What follows belongs to an exercise in optimizing a design on an open flow for small area; a production flow would make more cautious choices.
Only simulation tests tie the RTL to the original design; equivalence was not proved.

==> run Y <==
==> flow/design.v <==
`default_nettype none
module pong(
	input logic clk_50M,
	input logic rst,
	input logic [16:0] sw,
	input logic [3:0] btns_b,
	output logic [17:0] ledr,
	output logic [8:0] ledg,
    output logic HS, VS,
    output logic [23:0] VGA_RGB,
    output logic VGA_clk,
    output logic VGA_blank
);
	logic clk;
	assign clk = clk_50M;
	logic       clk_25M;
	logic [9:0] hc, vc;
	logic       in_play;
	logic [2:0] lscore, rscore;
	logic [9:0] bx;
	logic [8:1] by_h;
	logic       dir_x, dir_y;
	logic [9:0] period, cnt;
	logic [8:0] lp, rp;
	logic [8:0] by;
	assign by = {by_h, ~bx[0]};
	assign ledg = 9'b0;
	assign ledr = {12'b0, lscore, rscore};
	function automatic [9:0] step(input [9:0] v, input en, input down);
		logic [9:0] t;
		t[0] = en;
		for (int i = 1; i < 10; i++) t[i] = t[i-1] & (v[i-1] ^ down);
		step = v ^ t;
	endfunction
	logic h_end, v_end;
	assign h_end = hc[9] & hc[8] & (&hc[4:0]);
	assign v_end = vc[9] & vc[3];
	always_ff @(posedge clk, posedge rst) begin
		if (rst) begin
			clk_25M <= 1'b0;
			hc <= 10'd0;
			vc <= 10'd0;
		end else begin
			clk_25M <= ~clk_25M;
			hc <= (~clk_25M & h_end) ? 10'd0 : step(hc, ~clk_25M, 1'b0);
			vc <= (~clk_25M & h_end & v_end) ? 10'd0 : step(vc, ~clk_25M & h_end, 1'b0);
		end
	end
	assign VGA_clk = ~clk_25M;
	assign HS = (hc > 10'd95);
	assign VS = (vc > 10'd1);
	assign VGA_blank = (hc >= 10'd144) & (hc <= 10'd783) & (vc >= 10'd31) & (vc <= 10'd510);
	logic [2:0] stripe;
	always_comb begin
		stripe = 3'd0;
		if (hc >= 10'd144 && hc <= 10'd783) begin
			if      (hc >= 10'd704) stripe = 3'd7;
			else if (hc >= 10'd624) stripe = 3'd6;
			else if (hc >= 10'd544) stripe = 3'd5;
			else if (hc >= 10'd464) stripe = 3'd4;
			else if (hc >= 10'd384) stripe = 3'd3;
			else if (hc >= 10'd304) stripe = 3'd2;
			else if (hc >= 10'd224) stripe = 3'd1;
			else                    stripe = 3'd0;
		end
	end
	logic [2:0] stripes_color;
	assign stripes_color = {stripe[2], stripe[1], stripe[0]};
	logic [9:0] dhx, dpv, dbv;
	logic [8:0] psel;
	assign psel = hc[9] ? rp : lp;
	assign dhx = hc - bx;
	assign dpv = vc - {1'b0, psel};
	assign dbv = vc - {1'b0, by};
	logic pad_hor, in_pad, in_ball, white;
	assign pad_hor = (hc >= 10'd149 && hc <= 10'd154) || (hc >= 10'd768 && hc <= 10'd773);
	assign in_pad = pad_hor & (dpv <= 10'd40);
	assign in_ball = (dhx <= 10'd10) & (dbv <= 10'd10);
	assign white = in_pad | in_ball;
	always_comb begin
		if (sw[16])
			VGA_RGB = {stripes_color[2], 7'b0, stripes_color[1], 7'b0, stripes_color[0], 7'b0};
		else
			VGA_RGB = {24{white}};
	end
	logic upd;
	assign upd = ~|cnt;
	logic off_left, off_right, off_sides, off_top, off_bottom, off_wall;
	assign off_left   = (bx == 10'd144);
	assign off_right  = (bx == 10'd783);
	assign off_sides  = off_left | off_right;
	assign off_top    = (by == 9'd31);
	assign off_bottom = (by == 9'd510);
	assign off_wall   = off_top | off_bottom;
	logic [8:0] hsel, dhit;
	assign hsel = bx[9] ? rp : lp;
	assign dhit = by - hsel;
	logic hit_pad;
	assign hit_pad = ((bx == 10'd154) | (bx == 10'd758)) & (dhit <= 9'd40);
	logic dir_x_n, dir_y_n;
	assign dir_x_n = (upd & (hit_pad | off_sides)) ? ~dir_x : dir_x;
	assign dir_y_n = (upd & off_wall) ? ~dir_y : dir_y;
	logic [9:0] period_n;
	assign period_n = off_sides ? period - {3'b0, period[9:3]} : period;
	logic lbtn_dn, lbtn_up, rbtn_dn, rbtn_up;
	assign lbtn_dn = ~btns_b[3];
	assign lbtn_up = ~btns_b[2];
	assign rbtn_dn = ~btns_b[1];
	assign rbtn_up = ~btns_b[0];
	logic [9:0] lp_s, rp_s, bx_s, by_s, cnt_s;
	assign lp_s = step({1'b0, lp}, upd & in_play & ((lbtn_dn & ~lbtn_up & (lp != 9'd470)) | (lbtn_up & ~lbtn_dn & (lp != 9'd32))), lbtn_up);
	assign rp_s = step({1'b0, rp}, upd & in_play & ((rbtn_dn & ~rbtn_up & (rp != 9'd470)) | (rbtn_up & ~rbtn_dn & (rp != 9'd32))), rbtn_up);
	assign bx_s = step(bx, upd & in_play, ~dir_x_n);
	assign by_s = step({1'b0, by}, upd & in_play, ~dir_y_n);
	assign cnt_s = step(cnt, 1'b1, 1'b1);
	always_ff @(posedge clk, posedge rst) begin
		if (rst) begin
			in_play <= 1'b0;
			lscore <= 3'd0;
			rscore <= 3'd0;
			bx <= 10'd464;
			by_h <= 8'd135;
			dir_x <= 1'b0;
			dir_y <= 1'b0;
			period <= 10'd1000;
			cnt <= 10'd1000;
			lp <= 9'd251;
			rp <= 9'd251;
		end else begin
			cnt <= upd ? period_n : cnt_s;
			lp <= lp_s[8:0];
			rp <= rp_s[8:0];
			if (upd & off_sides) begin
				bx <= 10'd464;
				by_h <= 8'd135;
			end else begin
				bx <= bx_s;
				by_h <= by_s[8:1];
			end
			if (upd) begin
				dir_x <= dir_x_n;
				dir_y <= dir_y_n;
				period <= period_n;
				if (off_right) lscore <= lscore + 3'd1;
				if (off_left)  rscore <= rscore + 3'd1;
				if (in_play) begin
					if (off_sides) in_play <= 1'b0;
				end else if (sw[0])
					in_play <= 1'b1;
			end
		end
	end
endmodule
==> flow/flow/run.sh <==
#!/bin/bash
# The standard ORFS layout, except that:
#  - synthesis maps the logic with an area-oriented ABC script and leaves
#    adders to ABC (no full/half-adder extraction); registers are unchanged;
#  - each port gets the smallest buffer (buf_1) instead of the default;
#  - the clock tree is built from clkbuf_8 cells without dummy loads.
# All output goes to standard.log; ORFS keeps per-step logs under orfs/logs.
set -euo pipefail
here=$(pwd)
export AREA_ABC_SCRIPT=$here/flow/area.abc
export BUFFER_PORTS_ARGS="-buffer_cell sky130_fd_sc_hd__buf_1"
export CTS_ARGS="-sink_clustering_enable -repair_clock_nets -buf_list sky130_fd_sc_hd__clkbuf_8 -dont_use_dummy_load"
bash standard.sh SYNTH_SCRIPT=$here/flow/synth.tcl ADDER_MAP_FILE= finish > standard.log 2>&1
==> flow/flow/area.abc <==
strash
&get -n
&fraig -x
&put
scorr
dc2
balance -l
resub -K 6 -l
rewrite -l
resub -K 6 -N 2 -l
refactor -l
resub -K 8 -l
balance -l
resub -K 8 -N 2 -l
rewrite -l
resub -K 10 -l
rewrite -z -l
resub -K 10 -N 2 -l
balance -l
resub -K 12 -l
refactor -z -l
resub -K 12 -N 2 -l
rewrite -z -l
balance -l
strash
&get -n
&dch -f
&nf -R 1000
&put
==> flow/flow/synth.tcl <==
# The standard synthesis (synth_recipe.tcl), with ABC run on an area-oriented
# script instead of ORFS's delay-oriented one. Everything before ABC, and so
# every register's name and cell, is unchanged.
proc synth {args} { yosys synth -nofsm -noshare {*}$args }
proc abc {args} {
  set i [lsearch -exact $args -script]
  if { $i >= 0 } { set args [lreplace $args [expr {$i+1}] [expr {$i+1}] $::env(AREA_ABC_SCRIPT)] }
  yosys abc {*}$args
}
source $::env(SCRIPTS_DIR)/synth.tcl
# left out here: clear keep_hierarchy, flatten, clean up, hide names made inside functions, write 1_2_yosys.v
==> flow/standard.sh <==
#!/bin/bash
# synth_recipe.tcl (not shown) runs the flow's synth.tcl, then flattens the netlist and writes it again
# the make line also repeats each setting of config.mk as NAME=value (left out here)
make -C /OpenROAD-flow-scripts/flow DESIGN_CONFIG=/design/flow/config.mk WORK_HOME=/design/flow/orfs CLKGATE_MAP_FILE= SYNTH_SCRIPT=/design/flow/synth_recipe.tcl "${@:-finish}"
==> flow/config.mk <==
export PLATFORM = sky130hd
export DESIGN_NAME = pong
export DESIGN_NICKNAME = pong
export VERILOG_FILES = /design/flow/design.v
export SDC_FILE = /design/flow/constraint.sdc
export NUM_CORES = 4
export LEC_CHECK = 0
export CAP_MARGIN = 20
export CORE_MARGIN = 2
export CORE_UTILIZATION = 70
export SLEW_MARGIN = 20
==> flow/constraint.sdc <==
create_clock -name core_clock -period 20.0 [get_ports {clk_50M}]
set_input_delay 4.0000 -clock core_clock [delete_from_list [all_inputs] [get_ports {clk_50M}]]
set_output_delay 4.0000 -clock core_clock [all_outputs]
set_load 0.01 [all_outputs]
==> inputs of run B, as changes to run Y <==
--- a/flow/design.v
+++ b/flow/design.v
@@ -18,9 +18,15 @@
 	logic       in_play;
 	logic [2:0] lscore, rscore;
-	logic [9:0] bx;
-	logic [8:1] by_h;
+	logic [9:0] bx, bx_q;
+	logic [8:1] by_h, by_h_q;
 	logic       dir_x, dir_y;
-	logic [9:0] period, cnt;
-	logic [8:0] lp, rp;
+	logic [9:0] period, cnt, period_q, cnt_q;
+	logic [8:0] lp, rp, lp_q, rp_q;
+	assign bx = bx_q ^ 10'd464;
+	assign by_h = by_h_q ^ 8'd135;
+	assign period = period_q ^ 10'd1000;
+	assign cnt = cnt_q ^ 10'd1000;
+	assign lp = lp_q ^ 9'd251;
+	assign rp = rp_q ^ 9'd251;
 	logic [8:0] by;
 	assign by = {by_h, ~bx[0]};
@@ -119,27 +125,27 @@
 			lscore <= 3'd0;
 			rscore <= 3'd0;
-			bx <= 10'd464;
-			by_h <= 8'd135;
+			bx_q <= 10'd0;
+			by_h_q <= 8'd0;
 			dir_x <= 1'b0;
 			dir_y <= 1'b0;
-			period <= 10'd1000;
-			cnt <= 10'd1000;
-			lp <= 9'd251;
-			rp <= 9'd251;
+			period_q <= 10'd0;
+			cnt_q <= 10'd0;
+			lp_q <= 9'd0;
+			rp_q <= 9'd0;
 		end else begin
-			cnt <= upd ? period_n : cnt_s;
-			lp <= lp_s[8:0];
-			rp <= rp_s[8:0];
+			cnt_q <= (upd ? period_n : cnt_s) ^ 10'd1000;
+			lp_q <= lp_s[8:0] ^ 9'd251;
+			rp_q <= rp_s[8:0] ^ 9'd251;
 			if (upd & off_sides) begin
-				bx <= 10'd464;
-				by_h <= 8'd135;
+				bx_q <= 10'd0;
+				by_h_q <= 8'd0;
 			end else begin
-				bx <= bx_s;
-				by_h <= by_s[8:1];
+				bx_q <= bx_s ^ 10'd464;
+				by_h_q <= by_s[8:1] ^ 8'd135;
 			end
 			if (upd) begin
 				dir_x <= dir_x_n;
 				dir_y <= dir_y_n;
-				period <= period_n;
+				period_q <= period_n ^ 10'd1000;
 				if (off_right) lscore <= lscore + 3'd1;
 				if (off_left)  rscore <= rscore + 3'd1;
==> flow/flow/run.sh (replaced) <==
#!/bin/bash
# The standard ORFS layout, except that:
#  - synthesis maps the logic with several area-oriented ABC scripts (some
#    using &deepsyn with a time limit), keeps
#    the smallest result, and leaves adders to ABC (no full/half-adder
#    extraction); the registers are those of the standard synthesis;
#  - each port gets the smallest buffer (buf_1) instead of the default;
#  - the clock tree is built without dummy loads.
# All output goes to standard.log; ORFS keeps per-step logs under orfs/logs.
set -euo pipefail
here=$(pwd)
export AREA_ABC_SCRIPTS="$(ls $here/flow/abc_*.script | tr '\n' ' ')"
export BUFFER_PORTS_ARGS="-buffer_cell sky130_fd_sc_hd__buf_1"
export CTS_ARGS="-sink_clustering_enable -repair_clock_nets -buf_list sky130_fd_sc_hd__clkbuf_8 -dont_use_dummy_load"
bash standard.sh SYNTH_SCRIPT=$here/flow/synth.tcl ADDER_MAP_FILE= finish > standard.log 2>&1
==> flow/flow/abc_ds1.script (new file) <==
strash
&get -n
&fraig -x
&put
scorr
dc2
&get -n
&deepsyn -T 20 -S 1
&put
strash
dch -f
amap -m -F 4 -A 8
==> flow/flow/abc_ds2.script (new file) <==
strash
&get -n
&fraig -x
&put
scorr
dc2
&get -n
&deepsyn -T 20 -S 2
&put
strash
dch -f
amap -m -F 4 -A 8
==> flow/flow/abc_ds3.script (new file) <==
strash
&get -n
&fraig -x
&put
scorr
dc2
&get -n
&deepsyn -T 20 -S 3
&put
strash
dch -f
amap -m -F 4 -A 8
==> flow/flow/abc_ds4.script (new file) <==
strash
&get -n
&fraig -x
&put
scorr
dc2
&get -n
&deepsyn -T 20 -S 4
&put
strash
dch -f
amap -m -F 4 -A 8
==> flow/flow/abc_ds5.script (new file) <==
strash
&get -n
&fraig -x
&put
scorr
dc2
&get -n
&deepsyn -T 20 -S 5
&put
strash
dch -f
amap -m -F 4 -A 8
==> flow/flow/abc_ds6.script (new file) <==
strash
&get -n
&fraig -x
&put
scorr
dc2
&get -n
&deepsyn -T 20 -S 6
&put
strash
dch -f
amap -m -F 4 -A 8
==> flow/flow/abc_e2.script (new file) <==
strash
&get -n
&fraig -x
&put
scorr
dc2
balance -l
resub -K 6 -l
rewrite -l
resub -K 6 -N 2 -l
refactor -l
resub -K 8 -l
balance -l
resub -K 8 -N 2 -l
rewrite -l
resub -K 10 -l
rewrite -z -l
resub -K 10 -N 2 -l
balance -l
resub -K 12 -l
refactor -z -l
resub -K 12 -N 2 -l
rewrite -z -l
balance -l
strash
&get -n
&dch -f
&nf -R 1000
&put
==> flow/flow/abc_e3.script (new file) <==
strash
&get -n
&fraig -x
&put
scorr
dc2
balance -l
resub -K 6 -l
rewrite -l
resub -K 6 -N 2 -l
refactor -l
resub -K 8 -l
balance -l
resub -K 8 -N 2 -l
rewrite -l
resub -K 10 -l
rewrite -z -l
resub -K 10 -N 2 -l
balance -l
resub -K 12 -l
refactor -z -l
resub -K 12 -N 2 -l
rewrite -z -l
balance -l
balance -l
resub -K 6 -l
rewrite -l
resub -K 6 -N 2 -l
refactor -l
resub -K 8 -l
balance -l
resub -K 8 -N 2 -l
rewrite -l
resub -K 10 -l
rewrite -z -l
resub -K 10 -N 2 -l
balance -l
resub -K 12 -l
refactor -z -l
resub -K 12 -N 2 -l
rewrite -z -l
balance -l
strash
&get -n
&dch -f
&nf -R 1000
&put
==> flow/flow/abc_g5.script (new file) <==
strash
&get -n
&fraig -x
&put
scorr
dc2
balance -l
resub -K 6 -l
rewrite -l
resub -K 6 -N 2 -l
refactor -l
resub -K 8 -l
balance -l
resub -K 8 -N 2 -l
rewrite -l
resub -K 10 -l
rewrite -z -l
resub -K 10 -N 2 -l
balance -l
resub -K 12 -l
refactor -z -l
resub -K 12 -N 2 -l
rewrite -z -l
balance -l
balance -l
resub -K 6 -l
rewrite -l
resub -K 6 -N 2 -l
refactor -l
resub -K 8 -l
balance -l
resub -K 8 -N 2 -l
rewrite -l
resub -K 10 -l
rewrite -z -l
resub -K 10 -N 2 -l
balance -l
resub -K 12 -l
refactor -z -l
resub -K 12 -N 2 -l
rewrite -z -l
balance -l
balance -l
resub -K 6 -l
rewrite -l
resub -K 6 -N 2 -l
refactor -l
resub -K 8 -l
balance -l
resub -K 8 -N 2 -l
rewrite -l
resub -K 10 -l
rewrite -z -l
resub -K 10 -N 2 -l
balance -l
resub -K 12 -l
refactor -z -l
resub -K 12 -N 2 -l
rewrite -z -l
balance -l
strash
&get -n
&dch -f
&nf -R 1000
&put
==> flow/flow/abc_h1.script (new file) <==
strash
&get -n
&fraig -x
&put
scorr
dc2
balance -l
resub -K 6 -l
rewrite -l
resub -K 6 -N 2 -l
refactor -l
resub -K 8 -l
balance -l
resub -K 8 -N 2 -l
rewrite -l
resub -K 10 -l
rewrite -z -l
resub -K 10 -N 2 -l
balance -l
resub -K 12 -l
refactor -z -l
resub -K 12 -N 2 -l
rewrite -z -l
balance -l
strash
dch -f
amap -m
==> flow/flow/abc_h2.script (new file) <==
strash
&get -n
&fraig -x
&put
scorr
dc2
balance -l
resub -K 6 -l
rewrite -l
resub -K 6 -N 2 -l
refactor -l
resub -K 8 -l
balance -l
resub -K 8 -N 2 -l
rewrite -l
resub -K 10 -l
rewrite -z -l
resub -K 10 -N 2 -l
balance -l
resub -K 12 -l
refactor -z -l
resub -K 12 -N 2 -l
rewrite -z -l
balance -l
strash
dch -f
amap -F 4 -A 8
==> flow/flow/abc_h3.script (new file) <==
strash
&get -n
&fraig -x
&put
scorr
dc2
balance -l
resub -K 6 -l
rewrite -l
resub -K 6 -N 2 -l
refactor -l
resub -K 8 -l
balance -l
resub -K 8 -N 2 -l
rewrite -l
resub -K 10 -l
rewrite -z -l
resub -K 10 -N 2 -l
balance -l
resub -K 12 -l
refactor -z -l
resub -K 12 -N 2 -l
rewrite -z -l
balance -l
strash
dch -f
amap -m -F 4 -A 8
==> flow/flow/abc_h4.script (new file) <==
strash
&get -n
&fraig -x
&put
scorr
dc2
balance -l
resub -K 6 -l
rewrite -l
resub -K 6 -N 2 -l
refactor -l
resub -K 8 -l
balance -l
resub -K 8 -N 2 -l
rewrite -l
resub -K 10 -l
rewrite -z -l
resub -K 10 -N 2 -l
balance -l
resub -K 12 -l
refactor -z -l
resub -K 12 -N 2 -l
rewrite -z -l
balance -l
balance -l
resub -K 6 -l
rewrite -l
resub -K 6 -N 2 -l
refactor -l
resub -K 8 -l
balance -l
resub -K 8 -N 2 -l
rewrite -l
resub -K 10 -l
rewrite -z -l
resub -K 10 -N 2 -l
balance -l
resub -K 12 -l
refactor -z -l
resub -K 12 -N 2 -l
rewrite -z -l
balance -l
strash
dch -f
amap
==> flow/flow/abc_h8.script (new file) <==
strash
&get -n
&fraig -x
&put
scorr
dc2
balance -l
resub -K 6 -l
rewrite -l
resub -K 6 -N 2 -l
refactor -l
resub -K 8 -l
balance -l
resub -K 8 -N 2 -l
rewrite -l
resub -K 10 -l
rewrite -z -l
resub -K 10 -N 2 -l
balance -l
resub -K 12 -l
refactor -z -l
resub -K 12 -N 2 -l
rewrite -z -l
balance -l
strash
amap
==> flow/flow/synth.tcl (replaced) <==
# The standard synthesis (synth_recipe.tcl), except for the ABC step: the
# logic is mapped with each of the area-oriented ABC scripts listed in
# AREA_ABC_SCRIPTS and the smallest result is kept. Everything before ABC,
# and so every register's name and cell, is unchanged.
proc synth {args} { yosys synth -nofsm -noshare {*}$args }
proc abc {args} {
  set i [lsearch -exact $args -script]
  set lib [lindex $::env(LIB_FILES) 0]
  set stat_file $::env(OBJECTS_DIR)/abc_area_pick.txt
  yosys design -save pre_abc
  set best_area ""
  set best_script ""
  foreach script $::env(AREA_ABC_SCRIPTS) {
    yosys design -load pre_abc
    if { [catch { yosys abc {*}[lreplace $args [expr {$i+1}] [expr {$i+1}] $script] } err] } {
      puts "ABC script $script failed: $err"
      continue
    }
    yosys tee -q -o $stat_file stat -liberty $lib
    set fh [open $stat_file r]; set txt [read $fh]; close $fh
    regexp {Chip area for module[^:]*:\s*([0-9.]+)} $txt -> area
    puts "ABC script $script: area $area"
    if { $best_area eq "" || $area < $best_area } {
      set best_area $area; set best_script $script
      yosys design -save best_abc
    }
  }
  puts "ABC script picked: $best_script ($best_area)"
  yosys design -load best_abc
}
source $::env(SCRIPTS_DIR)/synth.tcl
# left out here: clear keep_hierarchy, flatten, clean up, hide names made inside functions, write 1_2_yosys.v
removed: flow/flow/area.abc
==> inputs of run C, as changes to run Y <==
==> flow/run.sh (new file) <==
#!/bin/bash
# synth_recipe.tcl (not shown) runs the flow's synth.tcl, then flattens the netlist and writes it again
# the make line also repeats each setting of config.mk as NAME=value (left out here)
make -C /OpenROAD-flow-scripts/flow DESIGN_CONFIG=/design/flow/config.mk WORK_HOME=/design/flow/orfs CLKGATE_MAP_FILE= SYNTH_SCRIPT=/design/flow/synth_recipe.tcl finish
removed: flow/flow/run.sh
removed: flow/flow/area.abc
removed: flow/flow/synth.tcl
removed: flow/standard.sh
==> results.ini <==
[outcome]
outcome = timing/DRC/antenna clean

[sta]
fin_crit_sh = 0.556

[power]
seq_power_share = 0.484

[setup_path]
cp.depth = 10

[finish]
clock_area_frac = 0.0220

[end of results for run C]
==> results.ini <==
[outcome]
outcome = timing/DRC/antenna clean

[sta]
fin_crit_sh = 0.458

[power]
seq_power_share = 0.614

[finish]
clock_area_frac = 0.0219

[setup_path]
arrival_ps = 5160

[end of results for run B]
==> results.ini <==
[outcome]
outcome = timing/DRC/antenna clean

[finish]
nNonClkBuffers = 45
clkbuf_count = 9
clock_area_frac = 0.0203

[setup_path]
cp.depth = 4
crit_path_max_fanout = 21

[power]
seq_power_share = 0.526

[global_routing]
grt_pass1_wl_mm = 21.6

[end of results for run Y]

## port drivers added, routing unchanged
The results above use ideal ports. As a check the final layouts listed here were re-extracted and re-timed, cells and wires unchanged. Step 1: set_driving_cell puts a clkbuf_16 on clk_50M and a buf_2 on each other input, an assumption about the parent block. Step 2 also shifts input and output timing later by t, the mid clock arrival at the registers, as if the neighbouring blocks saw the same clock. Three values: ideal, step 1, step 2; two values: the first two.
| run | t (ns) | setup WS [ns] | worst register clock-pin slew, ns |
|---|---|---|---|
| run Y | 0.388 | 11.027 / 10.993 / 10.993 | 0.10 / 0.10 |
| run B | 0.388 | 10.845 / 10.821 / 10.821 | 0.10 / 0.10 |
| run C | 0.411 | 8.888 / 8.868 / 8.868 | 0.09 / 0.09 |
After both steps setup and hold are still met in every run listed. The setup slack of run Y, which loses most, moves by -0.034 ns with the drivers and by -0.034 ns with both steps.
